Context: an optimization exercise on an open-source flow, tuned for small area. The choices shown serve that exercise and are no tape-out recipe. Function was checked by simulation only, so behaviour that the tests miss may differ from the original. Power figures rest on the tool's default switching activity, not on a simulated workload.

<file path="design/flow/flow/run.sh">
#!/bin/bash
# Standard ORFS layout (the standard.sh) with two changes:
#  - clock tree synthesis with small clock buffers, a chosen sink cluster
#    size, and no dummy loads,
#  - port buffers use the smallest buffer cell.
export CTS_ARGS="-sink_clustering_enable -repair_clock_nets -dont_use_dummy_load -buf_list sky130_fd_sc_hd__clkbuf_4 -sink_clustering_size 12 -sink_clustering_max_diameter 30"
export BUFFER_PORTS_ARGS="-buffer_cell sky130_fd_sc_hd__buf_1"
bash standard.sh finish > standard.log 2>&1
</file>
<file path="design/flow/design.v">
module axis_line_buffer (
    input           clk,
    input           rst_n,
    input           config_pulse,
    input  [15:0]   config_width,
    input  [15:0]   config_height,
    output          done,
    input  [7:0]    s_axis_pix_tdata,
    input           s_axis_pix_tvalid,
    output          s_axis_pix_tready,
    output [71:0]   m_axis_win_tdata,
    output          m_axis_win_tvalid,
    input           m_axis_win_tready
    );
    reg             done_r;
    reg     [6:0]   wm_r;        
    reg     [7:0]   col_r;       
    reg     [15:0]  hrem_r;      
    reg     [1:0]   row_r;       
    assign  done = done_r;
    wire    win_valid = row_r[1] && (col_r != 8'd253) && (col_r != 8'd254);
    assign  s_axis_pix_tready = m_axis_win_tready || !win_valid;
    assign  m_axis_win_tvalid = win_valid && s_axis_pix_tvalid;
    wire    en       = s_axis_pix_tvalid && s_axis_pix_tready;
    wire    line_end = (col_r == {1'b0, wm_r});
    wire    last     = (hrem_r == 16'd1);
    always @(posedge clk) begin
        if (!rst_n) begin
            done_r  <= 1'b1;
        end
        else if (done_r) begin
            if (config_pulse)
                done_r <= 1'b0;
        end
        else if (en && line_end && last) begin
            done_r  <= 1'b1;
        end
    end
    always @(posedge clk) begin
        if (!rst_n || done_r)
            row_r   <= 2'b00;
        else if (en && line_end)
            row_r   <= {row_r[1] | row_r[0], 1'b1};
    end
    always @(posedge clk) begin
        if (done_r)
            wm_r    <= config_width[6:0] - 7'd4;
    end
    always @(posedge clk) begin
        if (done_r) begin
            col_r   <= 8'd253;
            hrem_r  <= config_height;
        end
        else if (en) begin
            if (line_end) begin
                col_r   <= 8'd253;
                hrem_r  <= hrem_r - 16'd1;
            end
            else begin
                col_r   <= col_r + 8'd1;
            end
        end
    end
    reg     [7:0]   s0_r, s1_r;      
    reg     [7:0]   a0_r, a1_r;      
    reg     [7:0]   b0_r, b1_r;      
    wire    [7:0]   d1, d2;          
    always @(posedge clk) begin
        if (en) begin
            s0_r <= s_axis_pix_tdata;
            s1_r <= s0_r;
            a0_r <= d1;
            a1_r <= a0_r;
            b0_r <= d2;
            b1_r <= b0_r;
        end
    end
    var_delay u_d1 (.clk(clk), .en(en), .sel(wm_r), .din(s1_r), .dout(d1));
    var_delay u_d2 (.clk(clk), .en(en), .sel(wm_r), .din(a1_r), .dout(d2));
    assign  m_axis_win_tdata = {s_axis_pix_tdata, s0_r, s1_r,
                                d1, a0_r, a1_r,
                                d2, b0_r, b1_r};
endmodule
module var_delay (
    input           clk,
    input           en,
    input   [6:0]   sel,
    input   [7:0]   din,
    output  [7:0]   dout
    );
    reg     [8*64-1:0]  s6_r;    
    reg     [8*32-1:0]  s5_r;    
    reg     [8*16-1:0]  s4_r;    
    reg     [8*8-1:0]   s3_r;    
    reg     [8*4-1:0]   s2_r;    
    reg     [8*2-1:0]   s1_r;    
    reg     [7:0]       s0_r;    
    reg     [7:0]       f0_r;    
    reg     [7:0]       f1_r;    
    wire    [7:0]   t6 =  (sel[6] ? s6_r[8*64-1 -: 8] : din);    
    wire    [7:0]   t5 = ~(sel[5] ? s5_r[8*32-1 -: 8] : t6);     
    wire    [7:0]   t4 = ~(sel[4] ? s4_r[8*16-1 -: 8] : f0_r);   
    wire    [7:0]   t3 = ~(sel[3] ? s3_r[8*8-1  -: 8] : t4);     
    wire    [7:0]   t2 = ~(sel[2] ? s2_r[8*4-1  -: 8] : t3);     
    wire    [7:0]   t1 = ~(sel[1] ? s1_r[8*2-1  -: 8] : t2);     
    wire    [7:0]   t0 = ~(sel[0] ? s0_r              : t1);     
    always @(posedge clk) begin
        if (en) begin
            s6_r <= {s6_r[8*63-1:0], din};
            s5_r <= {s5_r[8*31-1:0], t6};
            f0_r <= t5;
            s4_r <= {s4_r[8*15-1:0], f0_r};
            s3_r <= {s3_r[8*7-1:0],  t4};
            s2_r <= {s2_r[8*3-1:0],  t3};
            s1_r <= {s1_r[8*1-1:0],  t2};
            s0_r <= t1;
            f1_r <= t0;
        end
    end
    assign  dout = f1_r;
endmodule
</file>
<file path="design/flow/constraint.sdc">
create_clock -name core_clock -period 5.0 [get_ports {clk}]
set_input_delay 1.0000 -clock core_clock [delete_from_list [all_inputs] [get_ports {clk}]]
set_output_delay 1.0000 -clock core_clock [all_outputs]
set_load 0.01 [all_outputs]
</file>
<file path="design/flow/standard.sh">
#!/bin/bash
# synth_recipe.tcl (not shown) runs the flow's synth.tcl, then flattens the netlist and writes it again
# the make line also repeats each setting of config.mk as NAME=value (left out here)
make -C /OpenROAD-flow-scripts/flow DESIGN_CONFIG=/design/flow/config.mk WORK_HOME=/design/flow/orfs CLKGATE_MAP_FILE= SYNTH_SCRIPT=/design/flow/synth_recipe.tcl "${@:-finish}"
</file>
<file path="design/flow/config.mk">
export PLATFORM = sky130hd
export DESIGN_NAME = axis_line_buffer
export DESIGN_NICKNAME = axis_line_buffer
export VERILOG_FILES = /design/flow/design.v
export SDC_FILE = /design/flow/constraint.sdc
export NUM_CORES = 4
export LEC_CHECK = 0
export CAP_MARGIN = 20
export CORE_MARGIN = 2
export CORE_UTILIZATION = 70
export SLEW_MARGIN = 20
</file>
==> results of run 1 <==
-- through the flow --
step                instances  power (mW)
global route             4161        31.4
global placement         3823        22.4
CTS                      4153        30.5
detailed placement       3823        22.5
floorplan                2440        23.1
finish                   4161        30.0
-- worst reg2reg max path, cell delays in order, from the launching register on --
cell and delay, ns:
dfxtp_1 0.51, nand4_1 0.30, o21ai_2 0.27, nand2_2 0.22, clkinvlp_4 0.42, buf_12 0.30
buf_6 0.68
-- power groups by stage --
stage	Sequential, mW	Clock [mW]	Combinational [mW]
floorplan	22.6	0	0.448
global placement	21.7	0	0.693
detailed placement	21.8	0	0.732
CTS	21.4	8.37	0.732
global route	21.5	9.09	0.796
finish	21.4	7.93	0.718
-- logic make-up after synthesis --
logic type      synth area share
flops                      0.966
mux                       0.0173
simple gates             0.00578
buf+inv                  0.00334
compound gates           0.00378
xor+xnor                 0.00302
fa+ha+maj                0.00113
-- registers in the layout, summed over array words and instances, names as in the netlist, 16 cells and up --
register   cells
u_d2.s5_r    256
hrem_r        16
u_d2.s3_r     64
u_d2.s6_r    512
u_d1.s4_r    128
u_d2.s2_r     32
u_d1.s5_r    256
u_d1.s6_r    512
u_d2.s4_r    128
u_d1.s3_r     64
u_d2.s1_r     16
u_d1.s2_r     32
u_d1.s1_r     16
-- cell type report --
type / count / area (µm²) / area share
antenna: 8 / 20.0 / 0.000280
clock buffer: 319 / 2390 / 0.0335
inverter: 10 / 41.3 / 0.000578
multi-input combinational: 253 / 2080 / 0.0291
sequential: 2146 / 64300 / 0.900
tap: 1265 / 1580 / 0.0221
timing repair buffer: 160 / 1030 / 0.0144
-- cell usage in the layout (no fill, tap or decap), drive strengths merged, types with 2 or more instances in the layout --
cell type,count
a21o,2
a21oi,3
a221oi,2
a31oi,2
buf,149
clkbuf,319
dfxtp,11
diode,8
dlygate4sd3,11
edfxtp,2135
ha,6
inv,9
mux2,16
mux2i,97
nand2,25
nand3,4
nand3b,2
nand4,2
nor2,15
nor3,4
nor3b,4
nor4,9
nor4b,2
o211a,2
o21ai,21
xnor2,13
xor2,10
-- worst paths after layout --
kind                                       start                end  slack, ns  cells after the start
worst min register to register     u_d1.s4_r[67]      u_d1.s4_r[75]       0.35                      0
worst max-delay path                    col_r[0]  m_axis_win_tvalid       1.46                      5
worst min-delay path            config_height[8]          hrem_r[8]       0.16                      3
worst max register to register          col_r[2]     u_d2.s5_r[217]       1.86                      6
-- synth_stat cells (all sizes together) (6+ instances only) --
master  count  area, µm²
ha          6       75.1
nor4        9       68.8
nor2       15       63.8
xor2       10       87.6
o21ai      21        105
mux2i      97        971
inv        10       37.5
buf        25        163
dfxtp      11        220
xnor2      13        114
clkbuf      6       22.5
edfxtp   2135      64100
nand2      25       93.8
mux2       16        180
-- routing by layer --
layer / vias to the layer above / routed length, µm / GRT usage
met5: - / 0 / 0
met4: 0 / 1850 / 0.0720
met3: 186 / 4310 / 0.0390
met2: 671 / 35100 / 0.223
met1: 12100 / 43300 / 0.306
li1: 10700 / - / -
==> run_results.csv, run 1 <==
group,metric,value,unit
setup_path,crit_chain,"inv_1, ha_1, o211ai_1, o211a_1, buf_1",
final_layout,fillers,5062,
pwr,pwr_density_cell,420,nW/µm²
detailed_routing,viasPerCell,5.69,
floorplan,row_count,113,
sta,worst_pin_slew,0.990,ns
sta,fmax,283,MHz
sta,fin_crit,3.54,ns
sta,fin_crit_sh,0.707,
placement,pre_cts_slack,1.40,ns
clocking,cts_tree,"done",
clocking,clk_path_buf_depth,4,
setup_path,crit_type,"flip-flop to output port",
global_routing,grt_pass1_vias,23500,
final_layout,fin_area,71500,µm²
sta,setup_viol,0,
sta,clock_skew,0.0839,ns
setup_path,max_stage_delay,0.47,ns
placement,placed_cell_area,69000,µm²
pwr,power.leakage,23.9,nW
floorplan,start_util,0.704,
detailed_routing,firstDrtPassIters,5,
yosys,synth_flop_cell,"edfxtp_1",
clocking,post_cts_resized,0,
final_layout,drive_gt1_frac,0.134,
pwr,vdd_drop_max,0.301,mV
flow_run,drv_cap,0,
floorplan,die_h,312,µm
detailed_routing,drt-initial-drc-count,2361,
clocking,ctsHoldBuffers,11,
pwr,pwr-share-comb,0.024,
yosys,avgSynthCellArea,27.3,µm²
pwr,power.internal,24.1,mW
pwr,clockPowerShare,0.264,
floorplan,core_area,94600,µm²
sta,drv_slew,0,
worst_hold_path,hold_class,"input port to flip-flop",
final_layout,syn2layout_area_growth,7.30,%
global_routing,antenna_found_initial,6,
floorplan,die_area,97700,µm²
setup_path,worstSetupStartpointType,"flip-flop",
clocking,insertion_delay,1.16,ns
detailed_routing,vias,23700,
sta,finalSetupTns,0,ns
sta,slew_headroom,0.340,
clocking,clkSlewWorstSetupHoldPaths,0.09,ns
final_layout,post-route-util,0.756,
placement,place_hpwl,40200,µm
clocking,ctsRootBufferMaster,"clkbuf_4",
clocking,numCtsBuffers,319,
pwr,p_switching,5.90,mW
yosys,ys.warnings.count,2,
detailed_routing,avgRoutedWirePerCell,20.3,µm
yosys,asyncSetResetFlopFracSynth,0,
floorplan,ios,120,
setup_path,slowest_stage,"dfxtp_1",
yosys,syn-instance-count,2440,
pwr,seq_power_share,0.712,
clocking,post_cts_buffers,0,
setup_path,crit_fanout,7,
detailed_routing,wirelength,84600,µm
yosys,synth_enable_flop_cells,2135,
setup_path,cp_data_required_time,4.00,ns
placement,portBuffers,110,
yosys,ys_seq_elements,2146,
sta,hold_viol,0,
sta,postLayoutSetupSlackWorst,1.46,ns
yosys,syn-cell-area,66600,µm²
sta,rsz0062_at_grt,"no",
yosys,synth.distinct_cells,44,
clocking,clock-sinks,2146,
setup_path,arrival,2.54,ns
placement,gp_congestion,0.752,
setup_path,crit_family,"compound AO/OA/AOI/OAI gates",
setup_path,worstSetupEndpointType,"output port",
setup_path,path_buf_inv,2,
global_routing,grt_usage,0.177,
clocking,htree_levels,5,
final_layout,final_nets,2941,
yosys,synth.net_count,2491,
outcome,status,"no timing/DRC/antenna violations",
floorplan,die_w,312,µm
pwr,swShare,0.196,
global_routing,gr-total-overflow,0,
detailed_routing,drc,0,
detailed_routing,ant_nets,0,
sta,whs,0.160,ns
global_routing,grt_pass1_wl,132000,µm
yosys,yosysSeqAreaShare,0.966,
global_routing,grt_max_degree,188,
==> run 2: changes to the inputs <==
==> design/flow/flow/run.sh (replaced) <==
#!/bin/bash
# Standard ORFS layout (the standard.sh) with two changes:
#  - clock tree synthesis with small clock buffers, a chosen sink cluster
#    size, and no dummy loads,
#  - port buffers use the smallest buffer cell.
export CTS_ARGS="-sink_clustering_enable -repair_clock_nets -dont_use_dummy_load -buf_list sky130_fd_sc_hd__clkbuf_4 -sink_clustering_size 11 -sink_clustering_max_diameter 50"
export BUFFER_PORTS_ARGS="-buffer_cell sky130_fd_sc_hd__buf_1"
bash standard.sh finish > standard.log 2>&1
--- a/design/flow/config.mk
+++ b/design/flow/config.mk
@@ -7,5 +7,5 @@
 export LEC_CHECK = 0
 export CAP_MARGIN = 20
 export CORE_MARGIN = 2
-export CORE_UTILIZATION = 70
+export CORE_UTILIZATION = 65
 export SLEW_MARGIN = 20
==> run 2 against run 1 <==
Net effect: final cell count shrank 0.26%; clock-buffer cell count shrank 106; fmax up 0.29%; power decreased by 4.1%; global-route usage down 1.4 points; area after synthesis unchanged; first-iteration DRC count decreased by 3.1%; via count shrank 2.1%; clock power is 15% lower; worst hold slack improved by 0.037 ns.
==> run_results.csv, run 2 <==
group,metric,value,unit
yosys,yosysTopAreaCellShare,0.962,
flow_run,drv_cap,0,
pwr,power,28.8,mW
detailed_routing,avgRoutedWirePerCell,20.4,µm
setup_path,reg2reg_from,"col_r[2]",
setup_path,arrival,4.24,ns
pwr,pwr-share-comb,0.025,
setup_path,reg2reg_depth,6,
worst_hold_path,hold_class,"input port to flip-flop",
floorplan,die_h,324,µm
setup_path,crit_fanout,183,
detailed_routing,drt-initial-drc-count,2288,
yosys,ys.warnings.count,2,
setup_path,worstSetupStartpointType,"flip-flop",
setup_path,regToRegEndpoint,"u_d2.s6_r[84]",
outcome,status,"no timing/DRC/antenna violations",
global_routing,grt_pass1_wl,129000,µm
final_layout,final_common_cell,"edfxtp_1",
sta,rsz0062_at_grt,"no",
placement,place_hpwl,39900,µm
global_routing,gr-total-overflow,0,
detailed_routing,drc,0,
pwr,vdd_drop_max,0.259,mV
worst_hold_path,min_path_cells,2,
final_layout,syn2layout_area_growth,6.12,%
pwr,p_switching,5.66,mW
clocking,numCtsBuffers,213,
sta,hold_viol,0,
setup_path,crit_type,"flip-flop to flip-flop",
yosys,synth_enable_flop_cells,2135,
final_layout,final_nets,2827,
clocking,post_cts_buffers,0,
setup_path,cp_data_required_time,5.71,ns
yosys,asyncSetResetFlopFracSynth,0,
setup_path,max_stage_delay,0.58,ns
floorplan,ios,120,
global_routing,grt_max_degree,198,
placement,gp_congestion,0.733,
global_routing,grt_pass1_vias,22300,
clocking,clkSlewWorstSetupHoldPaths,0.11,ns
sta,whs,0.196,ns
yosys,synth.net_count,2491,
worst_hold_path,hold_end,"wm_r[2]",
final_layout,reg_top3,"u_d1.s6_r (512), u_d2.s6_r (512)",
sta,setup_viol,0,
sta,slew_headroom,0.271,
final_layout,post-route-util,0.695,
yosys,synth_common_cells,"2,135 x edfxtp_1, 97 x mux2i_1, 25 x nand2_1",
clocking,clk_path_buf_depth,3,
setup_path,slowest_stage,"buf_12",
yosys,synth.distinct_cells,44,
clocking,post_cts_resized,0,
detailed_routing,firstDrtPassIters,5,
detailed_routing,wirelength,84500,µm
yosys,yosysMostFrequentCell,"edfxtp_1",
pwr,clockPowerShare,0.233,
yosys,ys_seq_elements,2146,
floorplan,die_w,324,µm
pwr,swShare,0.197,
setup_path,worstSetupEndpointType,"flip-flop",
floorplan,start_util,0.655,
worst_hold_path,worstHoldStart,"config_width[2]",
global_routing,grt_usage,0.162,
clocking,ctsHoldBuffers,10,
yosys,syn-instance-count,2440,
clocking,htree_levels,4,
sta,fin_crit,3.53,ns
final_layout,drive_gt1_frac,0.0984,
floorplan,core_area,102000,µm²
pwr,pwr_density_cell,407,nW/µm²
sta,fin_crit_sh,0.705,
clocking,ctsRootBufferMaster,"clkbuf_4",
pwr,seq_power_share,0.742,
sta,drv_slew,0,
pwr,power.internal,23.1,mW
placement,portBuffers,110,
global_routing,antenna_found_initial,4,
detailed_routing,ant_nets,0,
clocking,insertion_delay,1.11,ns
pwr,power.leakage,23.4,nW
yosys,syn-cell-area,66600,µm²
sta,finalSetupTns,0,ns
final_layout,layout_common_cells,"2,135 x edfxtp_1, 213 x clkbuf_4, 110 x buf_1",
clocking,clock-sinks,2146,
detailed_routing,vias,23200,
yosys,yosysSeqAreaShare,0.966,
yosys,synthTopCellsByArea,"edfxtp_1 96%, mux2i_1 1.5%, dfxtp_1 0.33%",
clocking,cts_tree,"done",
yosys,synth_flop_cell,"edfxtp_1",
floorplan,row_count,117,
floorplan,die_area,105000,µm²
setup_path,crit_chain,"nand4_1, o21ai_2, nand2_2, clkinvlp_4, buf_12, buf_12",
detailed_routing,viasPerCell,5.59,
setup_path,r2r_slack,1.47,ns
yosys,avgSynthCellArea,27.3,µm²
yosys,synth_top_area_cell,"edfxtp_1",
sta,worst_pin_slew,1.09,ns
sta,clock_skew,0.0579,ns
setup_path,crit_top_cell,"buf_12",
sta,fmax,284,MHz
==> run 2: cell counts after synthesis <==
Identical to the previous run, type by type.
==> run 2: metrics by stage <==
stage               instances  worst slack, ns  cell area, µm²
floorplan                2440           -28.55           66600
global placement         3919             1.36           69000
detailed placement       3919             1.24           69000
CTS                      4142             1.37           70700
global route             4150             1.23           70700
finish                   4150             1.47           70700
==> run 2: per-layer routing <==
layer	global-route usage	up-vias	wire (µm)
li1	-	10500	-
met1	0.278	12000	44000
met2	0.207	515	34400
met3	0.0369	186	4160
met4	0.0570	0	1960
met5	0	-	0
==> run 2: cell families (layout without fill, tap and decap cells) <==
group	after synthesis	in the layout	synth area share
DFF	2146	2146	0.966
muxes	113	113	0.0173
and+or+nand+nor	72	72	0.00578
buffers and inverters	41	375	0.00334
AOI/OAI and AO/OA	39	39	0.00378
xor gates and xnor gates	23	23	0.00302
adders and majority gates	6	6	0.00113
other	0	8	0
==> run 2: final cells by class <==
| type | instances | area, µm² |
|---|---|---|
| Sequential cell | 2146 | 64300 |
| Timing Repair Buffer | 152 | 916 |
| Tap cell | 1368 | 1710 |
| Fill cell | 6122 | 31000 |
| Multi-Input combinational cell | 253 | 2080 |
| Antenna cell | 8 | 20.0 |
| Clock buffer | 213 | 1600 |
| Inverter | 10 | 41.3 |
==> run 2: worst max-delay path: cells and delay by family (launching register included) <==
kind | cells | cell delay (ns)
compound gates | 1 | 0.27
buf+inv | 3 | 1.55
flops | 1 | 0.54
simple gates | 2 | 0.49
==> run 2: power by group through the flow <==
stage / Sequential, mW / Combinational, mW / Clock, mW
2_1_floorplan: 22.6 / 0.448 / 0
3_3_place_gp: 21.7 / 0.695 / 0
3_5_place_dp: 21.8 / 0.725 / 0
4_1_cts: 21.4 / 0.728 / 7.18
5_1_grt: 21.5 / 0.789 / 7.79
6_report: 21.4 / 0.711 / 6.71
==> run 2: how the worst max path moves through the flow <==
stage / start / endpoint / slack, ns / cells past startpoint
floorplan: m_axis_win_tready / a0_r[0] / -28.55 / 4
global placement: m_axis_win_tready / u_d2.s6_r[148] / 1.36 / 7
detailed placement: m_axis_win_tready / u_d2.s6_r[148] / 1.24 / 7
CTS: col_r[0] / m_axis_win_tvalid / 1.37 / 5
global route: col_r[2] / u_d2.s6_r[414] / 1.23 / 6
finish: col_r[2] / u_d2.s6_r[84] / 1.47 / 6

-- separate check: timing with driven ports --
How much do the figures lean on ideal ports? The routed layouts below were timed once more, with nothing changed but the port constraints.
Step 1, drivers: a clkbuf_16 drives clk and a buf_2 each remaining input, both assumed.
Step 2, shift: input delay + t, output delay - t, t = (earliest + latest rising clock arrival at the registers) / 2. This alone moves slack from input paths to output paths.
Three values: ideal, step 1, step 2; two values: the first two.
run | t, ns | setup slack, ns | latest minus earliest clock arrival (ns) | worst register clock-pin slew, ns
run 1 | 1.190 | 1.463 / 1.392 / 1.646 | 0.097 / 0.097 | 0.12 / 0.12
run 2 | 1.147 | 1.473 / 1.473 / 1.256 | 0.065 / 0.064 | 0.12 / 0.12
After both steps every run listed still meets setup and hold. For run 2, which loses most, drivers alone change the setup slack by 0.000 ns; drivers and shift together by -0.217 ns.
